This design comes from an exercise in tuning for small area and a short achievable clock period on the open sky130 flow, not from production work. Function was checked by simulation only, so behaviour that the tests miss may differ from the original.

==> flow/design.v (outline; a module is shown in full before it is edited, if it fits) <==
// module intt4point: 1271 lines
module intt4point(
    input clk, rst,
    input [15:0] in0, in1, in2, in3,
    output [15:0] out0, out1, out2, out3
);
  // ...
==> flow/flow/run.sh <==
#!/bin/bash
# Standard ORFS layout, with one extra step between synthesis and floorplan:
# flow/fixinv.py removes inverters between full adders by flipping the
# polarity of self-dual full-adder cells (registers and ports untouched)
# and gives the latest-arriving input of each full adder its fastest pin.
# Port buffers are plain sky130 buf_1 cells instead of the delay buffer that
# buffer_ports picks by default; every input and output still gets its buffer.
set -euo pipefail
export BUFFER_PORTS_ARGS="-buffer_cell sky130_fd_sc_hd__buf_1"
cd "$(dirname "$0")/.."
R=orfs/results/${FLOW_PLATFORM:-sky130hd}/intt4point/base
bash standard.sh synth > synth.log 2>&1
cp $R/1_2_yosys.v 1_2_yosys.orig.v
python3 flow/fixinv.py 1_2_yosys.orig.v $R/1_2_yosys.v > fixinv.log 2>&1
rm -f $R/1_synth.odb $R/1_synth.sdc
bash standard.sh > layout.log 2>&1
==> flow/flow/fixinv.py <==
#!/usr/bin/env python3
"""Remove inverters between full adders by flipping full-adder polarity.

A full adder is self-dual: FA(~a, ~b, ~c) = (~sum, ~cout). This pass
collapses inverter chains, chooses for every sky130 fa cell whether it
computes the true or the complemented function, and re-inserts only the
inverters the chosen polarities need. Registers, ports and all other cells
are left as they are. usage: fixinv.py IN.v OUT.v
"""
import re, sys
from collections import defaultdict

OUTPINS = {'X', 'Y', 'Q', 'Q_N', 'SUM', 'COUT', 'HI', 'LO'}
src = open(sys.argv[1]).read()
inst_re = re.compile(r'^  (sky130_fd_sc_hd__\w+) (\S+(?: )?) \(\n(.*?)\n  \);\n', re.S | re.M)
pin_re = re.compile(r'\.(\w+)\((.*?)\)(?:,)?$')

cells = []
first = None; last = None
for m in inst_re.finditer(src):
    if first is None: first = m.start()
    last = m.end()
    pins = []
    for line in m.group(3).split('\n'):
        pm = pin_re.match(line.strip())
        if not pm: raise SystemExit('cannot parse pin line: ' + line)
        pins.append([pm.group(1), pm.group(2)])
    cells.append({'type': m.group(1), 'name': m.group(2), 'pins': pins})
head = src[:first]; tail = src[last:]
if inst_re.sub('', src[first:last]).strip():
    raise SystemExit('unparsed text between instances')

ports = set()
for m in re.finditer(r'^\s*(input|output)\s+(?:\[(\d+):(\d+)\]\s+)?(\w+);', head, re.M):
    if m.group(2):
        for i in range(int(m.group(3)), int(m.group(2)) + 1): ports.add(f'{m.group(4)}[{i}]')
    else:
        ports.add(m.group(4))

def is_inv(c):
    return re.match(r'sky130_fd_sc_hd__(clk)?inv_\d+$', c['type']) is not None

driver = {}
for c in cells:
    for p, n in c['pins']:
        if p in OUTPINS: driver[n] = (c, p)

removable = []
for c in cells:
    if is_inv(c):
        pd = dict(c['pins'])
        if pd['Y'] not in ports and pd['A'] != 'clk':
            c['rm'] = True; removable.append(c)

def root(n):
    par = 0
    while n in driver and driver[n][0].get('rm'):
        n = dict(driver[n][0]['pins'])['A']; par ^= 1
    return n, par

fa = [c for c in cells if c['type'].startswith('sky130_fd_sc_hd__fa_')]
for c in fa:
    c['flip'] = 0
    c['can'] = all(n not in ports for p, n in c['pins'] if p in OUTPINS)

# loads: (cell, pin index, root, parity)
loads = defaultdict(list)
for c in cells:
    if c.get('rm'): continue
    for i, (p, n) in enumerate(c['pins']):
        if p in OUTPINS: continue
        r, par = root(n)
        loads[r].append((c, i, par))
# roots whose logical value is required at a port through a removed inverter chain cannot happen
# (inverters driving ports are kept).

ha_in = {}   # id(ha) -> {'A': (root, par), 'B': (root, par)}
for c in cells:
    if c.get('rm') or not c['type'].startswith('sky130_fd_sc_hd__ha_'): continue
    d = {}
    for p, n in c['pins']:
        if p in ('A', 'B'): d[p] = root(n)
    ha_in[id(c)] = d
partner = defaultdict(set)
for d in ha_in.values():
    partner[d['A'][0]].add(d['B'][0]); partner[d['B'][0]].add(d['A'][0])

def rootflip(r):
    d = driver.get(r)
    return d[0].get('flip', 0) if d else 0

def is_ha(c): return c['type'].startswith('sky130_fd_sc_hd__ha_')
XTOG = {'sky130_fd_sc_hd__xor2_1': 'sky130_fd_sc_hd__xnor2_1', 'sky130_fd_sc_hd__xnor2_1': 'sky130_fd_sc_hd__xor2_1',
        'sky130_fd_sc_hd__xor2_2': 'sky130_fd_sc_hd__xnor2_2', 'sky130_fd_sc_hd__xnor2_2': 'sky130_fd_sc_hd__xor2_2'}
def is_x(c): return c['type'] in XTOG
def pinneed(c, i, par, r):
    """1 if this load pin needs the complement of root r's physical net."""
    n = par ^ rootflip(r) ^ c.get('flip', 0)
    if n and is_x(c):
        return 0         # an xor/xnor input of the other polarity: swap xor2 <-> xnor2
    if n and is_ha(c):
        pa = ha_in[id(c)]
        other = pa['B'] if c['pins'][i][0] == 'A' else pa['A']
        if other[1] ^ rootflip(other[0]):
            return 0     # both inputs complemented: becomes xor2 + nor2
    return n
def need(r):
    return any(pinneed(c, i, par, r) for c, i, par in loads[r])

fa_roots = defaultdict(set)   # fa cell -> roots it touches
for r, ls in loads.items():
    for c, i, par in ls:
        if c in fa: fa_roots[id(c)].add(r)
for c in fa:
    for p, n in c['pins']:
        if p in OUTPINS: fa_roots[id(c)].add(n)
for c in fa:
    extra_r = set()
    for r in fa_roots[id(c)]: extra_r |= partner.get(r, set())
    fa_roots[id(c)] |= extra_r

before = sum(1 for r in loads if need(r))
import random, math
rng = random.Random(1)
flippable = [c for c in fa if c['can']]
def total(): return sum(1 for r in loads if need(r))
def greedy():
    improved = True
    while improved:
        improved = False
        for c in flippable:
            rs = fa_roots[id(c)]
            old = sum(1 for r in rs if need(r))
            c['flip'] ^= 1
            new = sum(1 for r in rs if need(r))
            if new < old: improved = True
            else: c['flip'] ^= 1
greedy()
cur = total(); best = cur; bestf = [c['flip'] for c in flippable]
T = 2.0
steps = 400000 if flippable else 0
for it in range(steps):
    c = rng.choice(flippable)
    rs = fa_roots[id(c)]
    old = sum(1 for r in rs if need(r))
    c['flip'] ^= 1
    new = sum(1 for r in rs if need(r))
    dlt = new - old
    if dlt <= 0 or rng.random() < math.exp(-dlt / T):
        cur += dlt
        if cur < best:
            best = cur; bestf = [x['flip'] for x in flippable]
    else:
        c['flip'] ^= 1
    T = max(0.05, 2.0 * (1 - it / steps))
for c, f in zip(flippable, bestf): c['flip'] = f
greedy()
after = total()

newwires = []; newcells = []
invnet = {}
k = 0
nconv = 0
for c in cells:
    if c.get('rm') or not is_ha(c): continue
    d = ha_in[id(c)]
    if (d['A'][1] ^ rootflip(d['A'][0])) and (d['B'][1] ^ rootflip(d['B'][0])):
        c['conv'] = True; nconv += 1
for r, ls in loads.items():
    f = rootflip(r)
    for c, i, par in ls:
        if c.get('conv'):
            c['pins'][i][1] = r
            continue
        if is_x(c):
            if par ^ f ^ c.get('flip', 0):
                c['xtog'] = c.get('xtog', 0) ^ 1
            c['pins'][i][1] = r
            continue
        if par ^ f ^ c.get('flip', 0):
            if r not in invnet:
                k += 1
                nn = f'_fixinv_n{k}_'
                invnet[r] = nn; newwires.append(nn)
                newcells.append({'type': 'sky130_fd_sc_hd__inv_1', 'name': f'_fixinv_c{k}_',
                                 'pins': [['A', r], ['Y', nn]]})
            c['pins'][i][1] = invnet[r]
        else:
            c['pins'][i][1] = r

# Full-adder inputs are interchangeable: give the latest-arriving net the CIN
# pin (the fastest one) and the earliest the A pin (the slowest), using a
# rough unit-delay estimate of arrival times.
def swap_fa_pins(allcells):
    drv = {}
    for c in allcells:
        for p, n in c['pins']:
            if p in OUTPINS: drv[n] = c
    arr = {}
    busy = set()
    def cell_in(c):
        return [n for p, n in c['pins'] if p not in OUTPINS and p != 'CLK']
    def arrival(n):
        if n in arr: return arr[n]
        c = drv.get(n)
        if c is None: arr[n] = 0.0; return 0.0
        t = c['type']
        if 'dfxtp' in t: arr[n] = 0.5; return 0.5
        if id(c) in busy: return 0.0
        busy.add(id(c))
        ins = [arrival(x) for x in cell_in(c)]
        busy.discard(id(c))
        m = max(ins) if ins else 0.0
        if '__fa_' in t:
            pd = dict(c['pins']); pin = [p for p, x in c['pins'] if x == n][0]
            ta, tb, tc = arrival(pd['A']), arrival(pd['B']), arrival(pd['CIN'])
            if pin == 'COUT': d = max(ta + 0.40, tb + 0.37, tc + 0.34)
            else: d = max(ta + 0.50, tb + 0.47, tc + 0.45)
        elif '__ha_' in t: d = m + 0.25
        elif 'inv' in t: d = m + 0.08
        else: d = m + 0.2
        arr[n] = d
        return d
    import sys
    sys.setrecursionlimit(100000)
    nsw = 0
    order = sorted([c for c in allcells if '__fa_' in c['type']], key=lambda c: max(arrival(n) for p, n in c['pins'] if p in ('A','B','CIN')))
    for c in order:
        idx = {p: i for i, (p, n) in enumerate(c['pins'])}
        ins = sorted([c['pins'][idx[p]][1] for p in ('A', 'B', 'CIN')], key=arrival)
        old = [c['pins'][idx[p]][1] for p in ('A', 'B', 'CIN')]
        if old != ins:
            nsw += 1
            for p, n in zip(('A', 'B', 'CIN'), ins): c['pins'][idx[p]][1] = n
            for p, n in c['pins']:
                if p in OUTPINS: arr.pop(n, None)
    return nsw

def emit(c):
    if c.get('xtog'):
        c = dict(c); c['type'] = XTOG[c['type']]
        c['pins'] = [[{'X': 'Y', 'Y': 'X'}.get(p, p), n] for p, n in c['pins']]
    if c.get('conv'):
        d = dict(c['pins'])
        return (f'  sky130_fd_sc_hd__xor2_1 {c["name"]}_x (\n    .A({d["A"]}),\n    .B({d["B"]}),\n    .X({d["SUM"]})\n  );\n'
                f'  sky130_fd_sc_hd__nor2_1 {c["name"]}_n (\n    .A({d["A"]}),\n    .B({d["B"]}),\n    .Y({d["COUT"]})\n  );\n')
    body = ',\n'.join(f'    .{p}({n})' for p, n in c['pins'])
    return f'  {c["type"]} {c["name"]} (\n{body}\n  );\n'

nswap = swap_fa_pins([c for c in cells if not c.get('rm')] + newcells)
out = head.rstrip('\n') + '\n' + ''.join(f'  wire {w};\n' for w in newwires)
out += ''.join(emit(c) for c in cells if not c.get('rm')) + ''.join(emit(c) for c in newcells) + tail
open(sys.argv[2], 'w').write(out)
print(f'fixinv: {len(removable)} inverters removed, {len(newcells)} added; '
      f'{nswap} full adders with inputs reordered; {sum(c["flip"] for c in fa)} of {len(fa)} full adders flipped; {nconv} half adders to xor2+nor2; roots needing inverter {before} -> {after}',
      file=sys.stderr)
==> flow/standard.sh <==
#!/bin/bash
# synth_recipe.tcl (not shown) runs the flow's synth.tcl, then flattens the netlist and writes it again
# the make line also repeats each setting of config.mk as NAME=value (left out here)
make -C /OpenROAD-flow-scripts/flow DESIGN_CONFIG=/design/flow/config.mk WORK_HOME=/design/flow/orfs CLKGATE_MAP_FILE= SYNTH_SCRIPT=/design/flow/synth_recipe.tcl "${@:-finish}"
==> flow/config.mk <==
export PLATFORM = sky130hd
export DESIGN_NAME = intt4point
export DESIGN_NICKNAME = intt4point
export VERILOG_FILES = /design/flow/design.v
export SDC_FILE = /design/flow/constraint.sdc
export NUM_CORES = 4
export LEC_CHECK = 0
export CAP_MARGIN = 20
export CORE_MARGIN = 2
export CORE_UTILIZATION = 75
export CTS_BUF_LIST = sky130_fd_sc_hd__clkbuf_8
export SLEW_MARGIN = 70
==> flow/constraint.sdc <==
create_clock -name core_clock -period 95.0 [get_ports {clk}]
set_input_delay 19.0000 -clock core_clock [delete_from_list [all_inputs] [get_ports {clk}]]
set_output_delay 19.0000 -clock core_clock [all_outputs]
set_load 0.01 [all_outputs]
==> qor.txt, run 1 <==
Root Buffer -> clkbuf_8
crit path to -> out1[4]
clock network share of area -> 2.00%
largest net degree at the start of global routing -> 58
Post-DP Area -> 12100 sq um
Final Hold Vio Count -> 0
Crit path max-delay family -> adder cells
Seq/total area -> 9.37%
#MultiIn Comb -> 735
routing usage on met1 -> 43.6%
antenna violations before repair -> 0
vias -> 7228
GRT busiest layer -> met2
RSZ-0062 raised after global routing -> false
GR Util met3 -> 7.22%
Bufs and invs on worst path -> 4
Inst Count DP -> 1237
Setup CP Type -> reg2out
leading cell type in the layout, fill and taps excluded -> fa_1
die width -> 128 microns
CTS tree -> built
drt initial violations -> 359
multi-input logic area -> 9820 sq um
WP depth -> 24
Mean Syn Cell Area -> 12.1 sq um
routed length on met2 -> 13100 microns
outcome -> no timing/DRC/antenna violations
Design Area, Final -> 12400 sq um
most frequent cells in the layout -> fa_1 (339), inv_1 (152), buf_1 (104)
P&R area growth vs syn -> 8.08%
max FFs per register -> 15
Max Transition Viols Final -> 0
register area -> 1170 sq um
Post-Place Worst Slack -> 68310 ps
Yosys warnings -> 1
Rows -> 45
Critical Path Sink Type -> output pin
crit path DAT -> 8090 ps
Die Y -> 128 microns
# clock sinks -> 57
==> run 2: changes to the inputs <==
--- a/flow/config.mk
+++ b/flow/config.mk
@@ -11,2 +11,2 @@
 export CTS_BUF_LIST = sky130_fd_sc_hd__clkbuf_8
-export SLEW_MARGIN = 70
+export SLEW_MARGIN = 60
==> qor.txt, run 2 <==
most frequent cells in the layout -> fa_1 (339), inv_1 (152), buf_1 (104) (unchanged)
leading cell type in the layout, fill and taps excluded -> fa_1 (unchanged)
placer congestion estimate -> 0.999 (unchanged)
final std cells w/o fill -> 1253 (was 1254)
Critical Path Sink Type -> output pin (unchanged)
max FFs per register -> 15 (unchanged)
Via density -> 5.70 (was 5.76)
# nets final -> 1528 (was 1529)
final core occ -> 81.2% (was 82.5%)
max-cap viol count -> 0 (unchanged)
clock buffer depth -> 2 (unchanged)
CTS clk-pin slew, worst paths -> 70 ps (about the same)
mapped cell area -> 11500 sq um (unchanged)
Die Y -> 128 microns (unchanged)
Final Hold Vio Count -> 0 (unchanged)
outcome -> no timing/DRC/antenna violations (unchanged)
Routed Antenna Nets -> 0 (unchanged)
final setup TNS -> 0 ps (unchanged)
Setup CP Type -> reg2out (unchanged)
die area -> 16400 sq um (unchanged)
Hold/Removal Path Class -> in2reg (unchanged)
crit-path max FO -> 10 (unchanged)
share of layout cells above drive strength 1 -> 3.94% (was 6.47%)
WL final -> 24700 microns (was 25200 microns)
drt pass-1 iters -> 4 (was 5)
Yosys warnings -> 1 (unchanged)
Hold Buf Count CTS -> 0 (unchanged)
Setup violations, final -> 0 (unchanged)
CTS tree -> built (unchanged)
vias in the first global route -> 8205 (was 8214)
antenna violations before repair -> 0 (unchanged)
number of buffers created by CTS -> 9 (unchanged)
Rows -> 45 (unchanged)
Inst Count DP -> 1237 (unchanged)
routed len/inst -> 19.7 microns (was 20.1 microns)
hpwl dp -> 21800 microns (was 21600 microns)
Initial Utilization -> 76.3% (unchanged)
Antenna Cells -> 0 (unchanged)
Tot GR Track Use -> 33.7% (was 34.4%)
Max-slew headroom -> 63.4%
P&R area growth vs syn -> 6.40% (was 8.08%)
die width -> 128 microns (unchanged)
# clock sinks -> 57 (unchanged)
total gr overflow -> 0 (unchanged)
Post CTS Setup Buffer Count -> 0 (unchanged)
drt drc -> 0 (unchanged)
register with the most flip-flops -> rd (unchanged)
Worst Max-Slew Pin Slew -> 548 ps
Max Clock Freq -> 36.8 MHz (was 36.9 MHz)
Port Buffers -> 105 (unchanged)
post-CTS sizing -> 0 (unchanged)
vias -> 7146 (was 7228)
CTS H-tree depth -> 3 (unchanged)
Worst EP required -> 76000 ps (about the same)
Mean Syn Cell Area -> 12.1 sq um (unchanged)
crit path DAT -> 8140 ps (was 8090 ps)
drt initial violations -> 358 (was 359)
first-pass GRT wire length -> 40700 microns (was 41300 microns)
io pins -> 130 (unchanged)
Root Buffer -> clkbuf_8 (unchanged)
largest net degree at the start of global routing -> 58 (unchanged)
RSZ-0062 raised after global routing -> false (unchanged)
clock period minus worst slack -> 27140 ps (was 27090 ps)
Max Transition Viols Final -> 0 (unchanged)
Cells after Synth -> 952 (unchanged)
core area -> 15100 sq um (unchanged)
fin crit share -> 28.6% (was 28.5%)
CP startpoint kind -> flip-flop (unchanged)
FILL cells -> 971 (was 900)
==> run 2: cell type report <==
cell class / instances / area [sq um] / area share (%)
tap: 188 / 235 / 1.92
clock inverter: 7 / 47.5 / 0.388
timing repair buffer: 105 / 404 / 3.30
multi-input combinational: 735 / 9720 / 79.3
clock buffer: 9 / 124 / 1.01
inverter: 152 / 571 / 4.66
sequential: 57 / 1150 / 9.39
==> run 2: final timing paths <==
kind / from / slack (ps) / to / cells after the start
max: ra[2] / 67860 / out1[4] / 24
min: in0[11] / 19060 / ra[11] / 4
==> run 2: routing by layer <==
metal	vias up	GRT usage (%)	share of wire [%]
met4	0	12.5	4.4
met5	-	0	0
met2	339	56.9	51
li1	3088	-	-
met3	96	8.01	7.3
met1	3623	43.1	38
==> run 2: stage by stage <==
| step | hold slack [ps] | cell area, sq um | setup slack [ps] |
|---|---|---|---|
| 6_report | 19060 | 12300 | 67860 |
| 5_1_grt | 19080 | 12300 | 67500 |
| 3_3_place_gp | 19430 | 12100 | 68170 |
| 3_5_place_dp | 19430 | 12100 | 68180 |
| 2_1_floorplan | 19230 | 11600 | 69050 |
| 4_1_cts | 19060 | 12200 | 67780 |
==> run 2: worst max-delay path: stages (launching register included) <==
cell     delay, ps
dfxtp_1        630
inv_1          360
fa_1           560
fa_1           400
fa_1           400
fa_1           460
fa_1           470
fa_1           420
fa_1           390
fa_1           370
inv_1           60
ha_1           190
inv_1           60
ha_1           200
fa_1           400
a21oi_1        230
o31a_1         270
o31ai_1        140
fa_1           390
xor2_1         310
a41oi_2        210
a31oi_4        320
nor3b_2        240
xor2_1         150
buf_1          160
==> run 3: changes to the inputs <==
--- a/flow/config.mk
+++ b/flow/config.mk
@@ -11,2 +11,4 @@
 export CTS_BUF_LIST = sky130_fd_sc_hd__clkbuf_8
+export CTS_CLUSTER_DIAMETER = 100
+export CTS_CLUSTER_SIZE = 30
 export SLEW_MARGIN = 60
==> qor.txt, run 3 <==
Hold/Removal Path Class -> in2reg (unchanged)
Max-slew headroom -> 63.4% (unchanged)
Antenna Cells -> 0 (unchanged)
crit-path cells -> inv_1 > fa_1 > fa_1 > fa_1 > fa_1 > fa_1 > fa_1 > fa_1 > fa_1 > inv_1 > ha_1 > inv_1 > ha_1 > fa_1 > a21oi_1 > o31a_1 > o31ai_1 > fa_1 > xor2_1 > a41oi_2 > a31oi_4 > nor3b_2 > xor2_1 > buf_1 (unchanged)
Via density -> 5.70 (unchanged)
Crit path max-delay family -> adder cells (unchanged)
io pins -> 130 (unchanged)
final setup TNS -> 0 ps (unchanged)
Max Clock Freq -> 36.8 MHz (unchanged)
share of layout cells above drive strength 1 -> 3.94% (unchanged)
# clock sinks -> 57 (unchanged)
Design Area, Final -> 12300 sq um (unchanged)
WL final -> 24700 microns (unchanged)
first-pass GRT wire length -> 40700 microns (unchanged)
RSZ-0062 raised after global routing -> false (unchanged)
drt drc -> 0 (unchanged)
Setup CP Type -> reg2out (unchanged)
Routed Antenna Nets -> 0 (unchanged)
Post CTS Setup Buffer Count -> 0 (unchanged)
number of buffers created by CTS -> 9 (unchanged)
die area -> 16400 sq um (unchanged)
# nets final -> 1528 (unchanged)
Final Hold Vio Count -> 0 (unchanged)
Rows -> 45 (unchanged)
Max Transition Viols Final -> 0 (unchanged)
Worst EP required -> 76000 ps (about the same)
routed len/inst -> 19.7 microns (unchanged)
max FFs per register -> 15 (unchanged)
leading cell type in the layout, fill and taps excluded -> fa_1 (unchanged)
fin crit share -> 28.6% (unchanged)
crit-path max FO -> 10 (unchanged)
max incr delay on CP -> 630 ps (about the same)
core area -> 15100 sq um (unchanged)
Die Y -> 128 microns (unchanged)
mapped cell area -> 11500 sq um (unchanged)
Setup violations, final -> 0 (unchanged)
crit path DAT -> 8140 ps (about the same)
Cells after Synth -> 952 (unchanged)
most frequent CP cell -> fa_1 (unchanged)
max-cap viol count -> 0 (unchanged)
most frequent cells in the layout -> fa_1 (339), inv_1 (152), buf_1 (104) (unchanged)
Hold Buf Count CTS -> 0 (unchanged)
CTS tree -> built (unchanged)
Yosys warnings -> 1 (unchanged)
Root Buffer -> clkbuf_8 (unchanged)
vias in the first global route -> 8205 (unchanged)
Bufs and invs on worst path -> 4 (unchanged)
vias -> 7146 (unchanged)
clock buffer depth -> 2 (unchanged)
drt initial violations -> 358 (unchanged)
CTS clk-pin slew, worst paths -> 70 ps (about the same)
register with the most flip-flops -> rd (unchanged)
total gr overflow -> 0 (unchanged)
Worst Max-Slew Pin Slew -> 548 ps (unchanged)
placer congestion estimate -> 0.999 (unchanged)
Port Buffers -> 105 (unchanged)
clock period minus worst slack -> 27140 ps (unchanged)
Post-DP Area -> 12100 sq um (unchanged)
post-CTS sizing -> 0 (unchanged)
Crit-path slowest cell -> dfxtp_1 (unchanged)
P&R area growth vs syn -> 6.40% (unchanged)
Tot GR Track Use -> 33.7% (unchanged)
CP startpoint kind -> flip-flop (unchanged)
antenna violations before repair -> 0 (unchanged)
outcome -> no timing/DRC/antenna violations (unchanged)
hpwl dp -> 21800 microns (unchanged)
Critical Path Sink Type -> output pin (unchanged)
CTS H-tree depth -> 3 (unchanged)
largest net degree at the start of global routing -> 58 (unchanged)
Initial Utilization -> 76.3% (unchanged)
drt pass-1 iters -> 4 (unchanged)
Mean Syn Cell Area -> 12.1 sq um (unchanged)
die width -> 128 microns (unchanged)
## run 3: cell counts in the layout (fill, tap and decap cells not counted)
No cell type changed its count.
## run 3: area by class of cell
type                    instances  area (sq um)
flip-flops and latches         57          1150
repair buffers                105           404
clock inverters                 7          47.5
inverters                     152           571
clock buffers                   9           124
multi-input cells             735          9720
fillers                       971          2840
well taps                     188           235
## run 3: through the flow
stage | hold slack [ps] | util [%] | std cells | setup WS, ps
2_1_floorplan | 19230 | - | 963 | 69050
3_3_place_gp | 19430 | 79.9 | 1237 | 68170
3_5_place_dp | 19430 | 80.0 | 1237 | 68180
4_1_cts | 19060 | 81.2 | 1253 | 67780
5_1_grt | 19080 | 81.2 | 1253 | 67500
6_report | 19060 | 81.2 | 1253 | 67860
## run 3: worst min-delay path, delay by kind of cell
kind	cells	cell delay, ps
buffers and inverters	2	180
adder cells (fa/ha/maj)	1	160
AND/OR/NAND/NOR	1	40
## run 3: final timing paths
path | startpoint | end | slack [ps] | cells after the start
worst max-delay path | ra[2] | out1[4] | 67860 | 24
worst min-delay path | in0[11] | ra[11] | 19060 | 4
## run 3: per-layer routing
metal	GRT usage, %	share of wire, %	vias up
met5	0	0	-
met1	43.1	38	3623
met2	56.9	51	339
li1	-	-	3088
met3	8.01	7.3	96
met4	12.5	4.4	0
==> run 4: changes to the inputs <==
--- a/flow/config.mk
+++ b/flow/config.mk
@@ -9,6 +9,4 @@
 export CORE_MARGIN = 2
-export CORE_UTILIZATION = 75
+export CORE_UTILIZATION = 85
 export CTS_BUF_LIST = sky130_fd_sc_hd__clkbuf_8
-export CTS_CLUSTER_DIAMETER = 100
-export CTS_CLUSTER_SIZE = 30
 export SLEW_MARGIN = 60
==> qor.txt, run 4 <==
Port Buffers -> 105 (unchanged)
FILL cells -> 367 (was 971)
max FFs per register -> 15 (unchanged)
io pins -> 130 (unchanged)
Critical Path Start -> rb[8] (was ra[2])
hold_sp -> rst (was in0[11])
CTS clk-pin slew, worst paths -> 90 ps (was 70 ps)
Mean Syn Cell Area -> 12.1 sq um (unchanged)
core area -> 13200 sq um (was 15100 sq um)
share of layout cells above drive strength 1 -> 4.60% (was 3.94%)
Hold Buf Count CTS -> 0 (unchanged)
number of buffers created by CTS -> 9 (unchanged)
# nets final -> 1528 (unchanged)
hpwl dp -> 24700 microns (was 21800 microns)
Initial Utilization -> 87.0% (was 76.3%)
Hold/Removal Path Class -> in2reg (unchanged)
fin crit share -> 29.4% (was 28.6%)
final setup TNS -> 0 ps (unchanged)
P&R area growth vs syn -> 7.14% (was 6.40%)
Max-slew headroom -> 56.1% (was 63.4%)
CP startpoint kind -> flip-flop (unchanged)
Setup violations, final -> 0 (unchanged)
Via density -> 7.38 (was 5.70)
max-cap viol count -> 0 (unchanged)
clock period minus worst slack -> 27890 ps (was 27140 ps)
CTS tree -> built (unchanged)
# clock sinks -> 57 (unchanged)
total gr overflow -> 0 (unchanged)
Root Buffer -> clkbuf_8 (unchanged)
largest net degree at the start of global routing -> 58 (unchanged)
Yosys warnings -> 1 (unchanged)
leading cell type in the layout, fill and taps excluded -> fa_1 (unchanged)
crit path DAT -> 8890 ps (was 8140 ps)
RSZ-0062 raised after global routing -> false (unchanged)
Cells after Synth -> 952 (unchanged)
drt pass-1 iters -> 7 (was 4)
die area -> 14500 sq um (was 16400 sq um)
antenna violations before repair -> 0 (unchanged)
Worst Max-Slew Pin Slew -> 658 ps (was 548 ps)
routed len/inst -> 32.0 microns (was 19.7 microns)
Max Clock Freq -> 35.9 MHz (was 36.8 MHz)
crit-path max FO -> 7 (was 10)
Rows -> 42 (was 45)
most frequent cells in the layout -> fa_1 (339), inv_1 (152), buf_1 (104) (unchanged)
Final Hold Vio Count -> 0 (unchanged)
Post CTS Setup Buffer Count -> 0 (unchanged)
die width -> 120 microns (was 128 microns)
drt drc -> 0 (unchanged)
Critical Path Sink Type -> output pin (unchanged)
Max Transition Viols Final -> 0 (unchanged)
post-CTS sizing -> 0 (unchanged)
Antenna Cells -> 0 (unchanged)
clock buffer depth -> 2 (unchanged)
drt initial violations -> 1390 (was 358)
register with the most flip-flops -> rd (unchanged)
Die Y -> 120 microns (was 128 microns)
Tot GR Track Use -> 53.7% (was 33.7%)
placer congestion estimate -> 0.976 (was 0.999)
first-pass GRT wire length -> 55600 microns (was 40700 microns)
vias in the first global route -> 10074 (was 8205)
vias -> 9155 (was 7146)
Setup CP Type -> reg2out (unchanged)
WL final -> 39700 microns (was 24700 microns)
mapped cell area -> 11500 sq um (unchanged)
Worst EP required -> 76000 ps (about the same)
Routed Antenna Nets -> 0 (unchanged)
outcome -> no timing/DRC/antenna violations (unchanged)
CTS H-tree depth -> 3 (unchanged)
[run 4: final timing paths]
check	end	slack [ps]	cells past startpoint
max	out3[7]	67110	24
min	rb[12]	18990	2
[run 4: layout make-up]
type	instances	area (sq um)	area share [%]
clock buffers	9	124	1.00
clock inverters	7	125	1.01
inverters	152	571	4.62
multi-input cells	735	9740	79.0
flip-flops and latches	57	1150	9.36
well taps	176	220	1.78
repair buffers	105	402	3.26
[run 4: worst max-delay path, stage by stage (launching register included)]
cell and delay [ps]:
dfxtp_1 680, inv_1 290, fa_1 580, fa_1 470, fa_1 420, fa_1 490
fa_1 470, fa_1 420, fa_1 440, fa_1 410, inv_1 90, ha_1 190
inv_1 50, ha_1 190, fa_1 410, a21oi_1 240, o31a_1 330, o31ai_1 190
fa_1 420, xor2_1 380, a41oi_1 340, a21oi_2 390, nand3_1 170, xnor2_1 260
buf_1 200
[run 4: stage by stage]
stage / instances / hold slack, ps / worst slack [ps] / util [%] / area (sq um)
after detailed placement: 1225 / 19440 / 68100 / 91.0 / 12100
final: 1241 / 18990 / 67110 / 93.2 / 12300
after floorplan: 963 / 19230 / 69050 / - / 11600
after global routing: 1241 / 19020 / 67130 / 93.2 / 12300
after global placement: 1225 / 19430 / 68280 / 91.0 / 12000
after CTS: 1241 / 19090 / 67520 / 92.9 / 12300
[run 4: layer usage]
metal,vias to the layer above,global-route usage [%],part of all wire (%)
li1,3093,-,-
met1,4321,59.4,28
met2,1224,85.1,44
met3,517,18.9,14
met4,0,41.5,13
met5,-,0,0

-- what the ideal ports hide --
How much do the figures lean on ideal ports? The routed layouts below were timed once more, with nothing changed but the port constraints. Step 1 (the two cells are an assumption about what drives the block):
set clk [get_ports {clk}]
set_driving_cell -lib_cell sky130_fd_sc_hd__clkbuf_16 $clk
set_driving_cell -lib_cell sky130_fd_sc_hd__buf_2 [delete_from_list [all_inputs] $clk]
Step 2 also shifts input and output timing later by t, the mid clock arrival at the registers, as if the neighbouring blocks saw the same clock. Slacks: ideal ports / drivers / drivers and shift; pairs: ideal ports / drivers.
| run | t, ns | setup WS [ns] | hold WS [ns] | clock arrival spread, ns | worst register clock-pin slew, ns |
|---|---|---|---|---|---|
| run 1 | 0.393 | 67.907 / 67.877 / 68.270 | 19.039 / 19.029 / 19.422 | 0.010 / 0.010 | 0.07 / 0.07 |
| run 2 | 0.373 | 67.856 / 67.827 / 68.200 | 19.064 / 19.053 / 19.426 | 0.008 / 0.008 | 0.07 / 0.07 |
| run 3 | 0.373 | 67.856 / 67.827 / 68.200 | 19.064 / 19.053 / 19.426 | 0.008 / 0.008 | 0.07 / 0.07 |
| run 4 | 0.403 | 67.107 / 67.077 / 67.481 | 18.992 / 18.998 / 19.401 | 0.015 / 0.015 | 0.09 / 0.09 |
After both steps setup and hold are still met in every run listed.
